What follows belongs to an exercise in optimizing a design on an open flow for small area, a short achievable clock period and few clock cycles per item; a production flow would make more cautious choices.
RTL that was checked went through simulation tests only; none was proved equivalent to the original.
No activity file was given, so power comes from the tool's default toggle rates.

==> module el2_exu_div_ctl, before the edit <==
module el2_exu_div_ctl
  (
   input logic           clk,                        
   input logic           rst_l,                      
   input logic           valid,                      
   input logic           unsign,                     
   input logic           rem,                        
   input logic  [31:0]   dividend,                   
   input logic  [31:0]   divisor,                    
   input logic           cancel,                     
   output logic          finish_dly,                 
   output logic [31:0]   out                         
  );
   function automatic logic [5:0] lzc32(input logic [31:0] x);
      logic [31:0]      v;
      logic [31:0][4:0] c;
      integer l, i, n;
      v = x;
      c = '0;
      n = 32;
      for (l = 0; l < 5; l = l + 1) begin
         for (i = 0; i < 16; i = i + 1)
            if (i < n / 2) begin
               c[i] = v[2*i+1] ? c[2*i+1] : (c[2*i] | (5'd1 << l));
               v[i] = v[2*i+1] | v[2*i];
            end
         n = n / 2;
      end
      lzc32 = {v[0], c[0]};
   endfunction
   function automatic logic [31:0] cneg32(input logic [31:0] x, input logic n);
      logic [31:0] o;
      integer d, i;
      o = x;
      for (d = 1; d < 32; d = d * 2)
         for (i = 0; i < 32; i = i + 1)
            if ((i / d) % 2 == 1)
               o[i] = o[i] | o[(i / d) * d - 1];
      cneg32 = x ^ ({o[30:0], 1'b0} & {32{n}});
   endfunction
   function automatic logic [32:0] add32(input logic [31:0] a, input logic [31:0] b, input logic ci);
      logic [31:0] g, p, gg, pp;
      logic [32:0] c;
      integer d, i;
      g  = a & b;
      p  = a ^ b;
      gg = g;
      pp = p;
      gg[0] = g[0] | (p[0] & ci);
      for (d = 1; d < 32; d = d * 2)
         for (i = 2 * d - 1; i < 32; i = i + 2 * d) begin
            gg[i] = gg[i] | (pp[i] & gg[i - d]);
            pp[i] = pp[i] & pp[i - d];
         end
      for (d = 8; d >= 1; d = d / 2)
         for (i = 3 * d - 1; i < 32; i = i + 2 * d) begin
            gg[i] = gg[i] | (pp[i] & gg[i - d]);
            pp[i] = pp[i] & pp[i - d];
         end
      c = {gg, ci};
      add32 = {c[32], p ^ c[31:0]};
   endfunction
   logic        a_neg, b_neg, a_top;
   logic [31:0] wa;
   logic [5:0]  za, zb, la, lb;
   logic [6:0]  t;
   logic        dz, quick;
   logic [32:0] e_init;
   logic        busy_ff, fin_ff;
   logic [3:0]  cnt_ff;
   logic [1:0]  crs_ff;
   logic        rem_ff, neg_ff, bneg_ff;
   logic [31:0] r_ff, q_ff;
   logic [32:0] e_ff;                                    
   logic [32:0] e_cur;
   logic [32:0] s1, s2;
   logic        ge1, ge2;
   logic [31:0] r1, r2;
   assign a_neg  = ~unsign & dividend[31];
   assign b_neg  = ~unsign & divisor[31];
   assign a_top  =  unsign & dividend[31];
   logic [33:0] b_x;
   assign b_x    = {{2{b_neg}}, divisor} ^ {34{~b_neg}};
   assign wa     = {a_top, dividend[31:1] ^ dividend[30:0]};
   assign la     = lzc32(wa);
   assign za     = la[5] ? {1'b0, la[4:0]} : 6'd32;                            
   assign lb     = lzc32(~b_x[31:0]);
   assign zb     = {1'b0, lb[4:0]};                      
   assign t      = {1'b0, zb} - {1'b0, za} + {6'b0, a_neg};    
   assign dz     = ~lb[5] & ~b_neg;
   assign quick  = dz | t[6];
   always_comb begin
      case (t[2:1])
         2'd0: e_init = b_x[32:0];
         2'd1: e_init = {b_x[30:0], {2{~b_neg}}};
         2'd2: e_init = {b_x[28:0], {4{~b_neg}}};
         default: e_init = {b_x[26:0], {6{~b_neg}}};
      endcase
   end
   always_comb begin
      case (crs_ff)
         2'd0: e_cur = e_ff;
         2'd1: e_cur = {e_ff[24:0], {8{~bneg_ff}}};
         2'd2: e_cur = {e_ff[16:0], {16{~bneg_ff}}};
         default: e_cur = {e_ff[8:0], {24{~bneg_ff}}};
      endcase
   end
   assign s1     = add32(r_ff, {e_cur[30:0], ~bneg_ff}, ~bneg_ff);
   assign ge1    = e_cur[32] & e_cur[31] & s1[32];
   assign r1     = ge1 ? s1[31:0] : r_ff;
   assign s2     = add32(r1, e_cur[31:0], ~bneg_ff);
   assign ge2    = e_cur[32] & s2[32];
   assign r2     = ge2 ? s2[31:0] : r1;
   always_ff @(posedge clk or negedge rst_l) begin
      if (!rst_l) begin
         busy_ff <= 1'b0;
         fin_ff  <= 1'b0;
      end
      else begin
         busy_ff <= ~cancel & (valid ? ~quick : (busy_ff & (cnt_ff != 4'd0)));
         fin_ff  <= ~cancel & (valid ? quick  : (busy_ff & (cnt_ff == 4'd0)));
      end
   end
   always_ff @(posedge clk) begin
      if (valid) begin
         cnt_ff  <= t[4:1];
         crs_ff  <= t[4:3];
         rem_ff  <= rem;
         neg_ff  <= rem ? a_neg : (dz | (~unsign & (dividend[31] ^ divisor[31])));
         bneg_ff <= b_neg;
         r_ff    <= cneg32(dividend, a_neg);
         q_ff    <= {31'b0, dz};                      
         e_ff    <= e_init;
      end
      else begin
         cnt_ff  <= cnt_ff - 4'd1;
         crs_ff  <= 2'd0;
         r_ff    <= r2;
         q_ff    <= {q_ff[29:0], ge1, ge2};
         e_ff    <= {2'b11, e_cur[32:2]};
      end
   end
   assign finish_dly = fin_ff & ~cancel;
   assign out        = {32{finish_dly}} & cneg32(rem_ff ? r_ff : q_ff, neg_ff);
endmodule  
export LEC_CHECK = 0
export ABC_AREA = 1
export CAP_MARGIN = 20
export CORE_MARGIN = 2
export CORE_UTILIZATION = 30
export PLACE_DENSITY = 0.5
export SLEW_MARGIN = 20
export SETUP_SLACK_MARGIN = 8.0
export BUFFER_PORTS_ARGS = -buffer_cell sky130_fd_sc_hd__buf_1
create_clock -name core_clock -period 15.0 [get_ports {clk}]
standard.sh (not shown) runs the stock make flow with config.mk's settings and CLKGATE_MAP_FILE= SYNTH_SCRIPT=/design/flow/synth_recipe.tcl, a recipe that flattens the netlist after the stock synthesis.
==> flow/flow/run.sh <==
#!/bin/bash
set -e
echo "export SETUP_SLACK_MARGIN = 8.0" >> config.mk
echo "export BUFFER_PORTS_ARGS = -buffer_cell sky130_fd_sc_hd__buf_1" >> config.mk
cp config.mk config_used.log
bash standard.sh > standard.log 2>&1
Testbench counts at the start, summed over its fixed seeds: cycles 16,481, items 3,200.
Then changed:
--- a/flow/design.v
+++ b/flow/design.v
@@ -127,13 +127,11 @@
       add32 = {c[32], p ^ c[31:0]};
    endfunction
-   logic        a_neg, b_neg, a_top;
-   logic [31:0] wa;
+   logic        a_neg, b_neg;
+   logic [31:0] a_abs;
    logic [5:0]  za, zb, la, lb;
    logic [6:0]  t;
    logic        dz, quick;
-   logic [32:0] e_init;
    logic        busy_ff, fin_ff;
    logic [3:0]  cnt_ff;
-   logic [1:0]  crs_ff;
    logic        rem_ff, neg_ff, bneg_ff;
    logic [31:0] r_ff, q_ff;
@@ -145,31 +143,15 @@
    assign a_neg  = ~unsign & dividend[31];
    assign b_neg  = ~unsign & divisor[31];
-   assign a_top  =  unsign & dividend[31];
+   assign a_abs  = cneg32(dividend, a_neg);
    logic [33:0] b_x;
    assign b_x    = {{2{b_neg}}, divisor} ^ {34{~b_neg}};
-   assign wa     = {a_top, dividend[31:1] ^ dividend[30:0]};
-   assign la     = lzc32(wa);
-   assign za     = la[5] ? {1'b0, la[4:0]} : 6'd32;                            
+   assign la     = lzc32(a_abs);
+   assign za     = la[5] ? {1'b0, la[4:0]} : 6'd32;        
    assign lb     = lzc32(~b_x[31:0]);
    assign zb     = {1'b0, lb[4:0]};                      
-   assign t      = {1'b0, zb} - {1'b0, za} + {6'b0, a_neg};    
+   assign t      = {1'b0, zb} - {1'b0, za};              
    assign dz     = ~lb[5] & ~b_neg;
    assign quick  = dz | t[6];
-   always_comb begin
-      case (t[2:1])
-         2'd0: e_init = b_x[32:0];
-         2'd1: e_init = {b_x[30:0], {2{~b_neg}}};
-         2'd2: e_init = {b_x[28:0], {4{~b_neg}}};
-         default: e_init = {b_x[26:0], {6{~b_neg}}};
-      endcase
-   end
-   always_comb begin
-      case (crs_ff)
-         2'd0: e_cur = e_ff;
-         2'd1: e_cur = {e_ff[24:0], {8{~bneg_ff}}};
-         2'd2: e_cur = {e_ff[16:0], {16{~bneg_ff}}};
-         default: e_cur = {e_ff[8:0], {24{~bneg_ff}}};
-      endcase
-   end
+   assign e_cur  = (e_ff << {cnt_ff, 1'b0}) | (~({33{1'b1}} << {cnt_ff, 1'b0}) & {33{~bneg_ff}});
    assign s1     = add32(r_ff, {e_cur[30:0], ~bneg_ff}, ~bneg_ff);
    assign ge1    = e_cur[32] & e_cur[31] & s1[32];
@@ -191,18 +173,15 @@
       if (valid) begin
          cnt_ff  <= t[4:1];
-         crs_ff  <= t[4:3];
          rem_ff  <= rem;
          neg_ff  <= rem ? a_neg : (dz | (~unsign & (dividend[31] ^ divisor[31])));
          bneg_ff <= b_neg;
-         r_ff    <= cneg32(dividend, a_neg);
+         r_ff    <= a_abs;
          q_ff    <= {31'b0, dz};                      
-         e_ff    <= e_init;
+         e_ff    <= b_x[32:0];
       end
       else begin
          cnt_ff  <= cnt_ff - 4'd1;
-         crs_ff  <= 2'd0;
          r_ff    <= r2;
          q_ff    <= {q_ff[29:0], ge1, ge2};
-         e_ff    <= {2'b11, e_cur[32:2]};
       end
    end
=> Die area falls by 3.0%; count of clock-buffer cells in the layout falls by 1; sequential power falls by 9.8%; final area falls by 1.7%; hold slack gains 3.4 ps; worst setup slack loses 15 ps.
The RTL of the second run of this note was laid out without a check of its function.

-- re-timing with driven ports --
No port has a modelled driver above. Below, the same layouts with a new extraction and two added sets of constraints.
Step 1, drivers: a clkbuf_16 drives clk and a buf_2 each remaining input, both assumed.
Step 2 also shifts input and output timing later by t, the mid clock arrival at the registers, as if the neighbouring blocks saw the same clock.
Slacks: ideal ports / drivers / drivers and shift; pairs: ideal ports / drivers.
run | t, ns | setup WS [ns] | worst setup path after step 2 | clock arrival spread, ns | worst data-port slew with drivers (ns)
the first run | 0.416 | 8.064 / 8.045 / 7.879 | input to register | 0.009 / 0.009 | 0.04
the second run | 0.409 | 8.050 / 8.023 / 8.023 | input to output | 0.017 / 0.016 | 0.04
After both steps setup and hold are still met in every run listed. For the first run, which loses most, drivers alone change the setup slack by -0.019 ns; drivers and shift together by -0.185 ns.
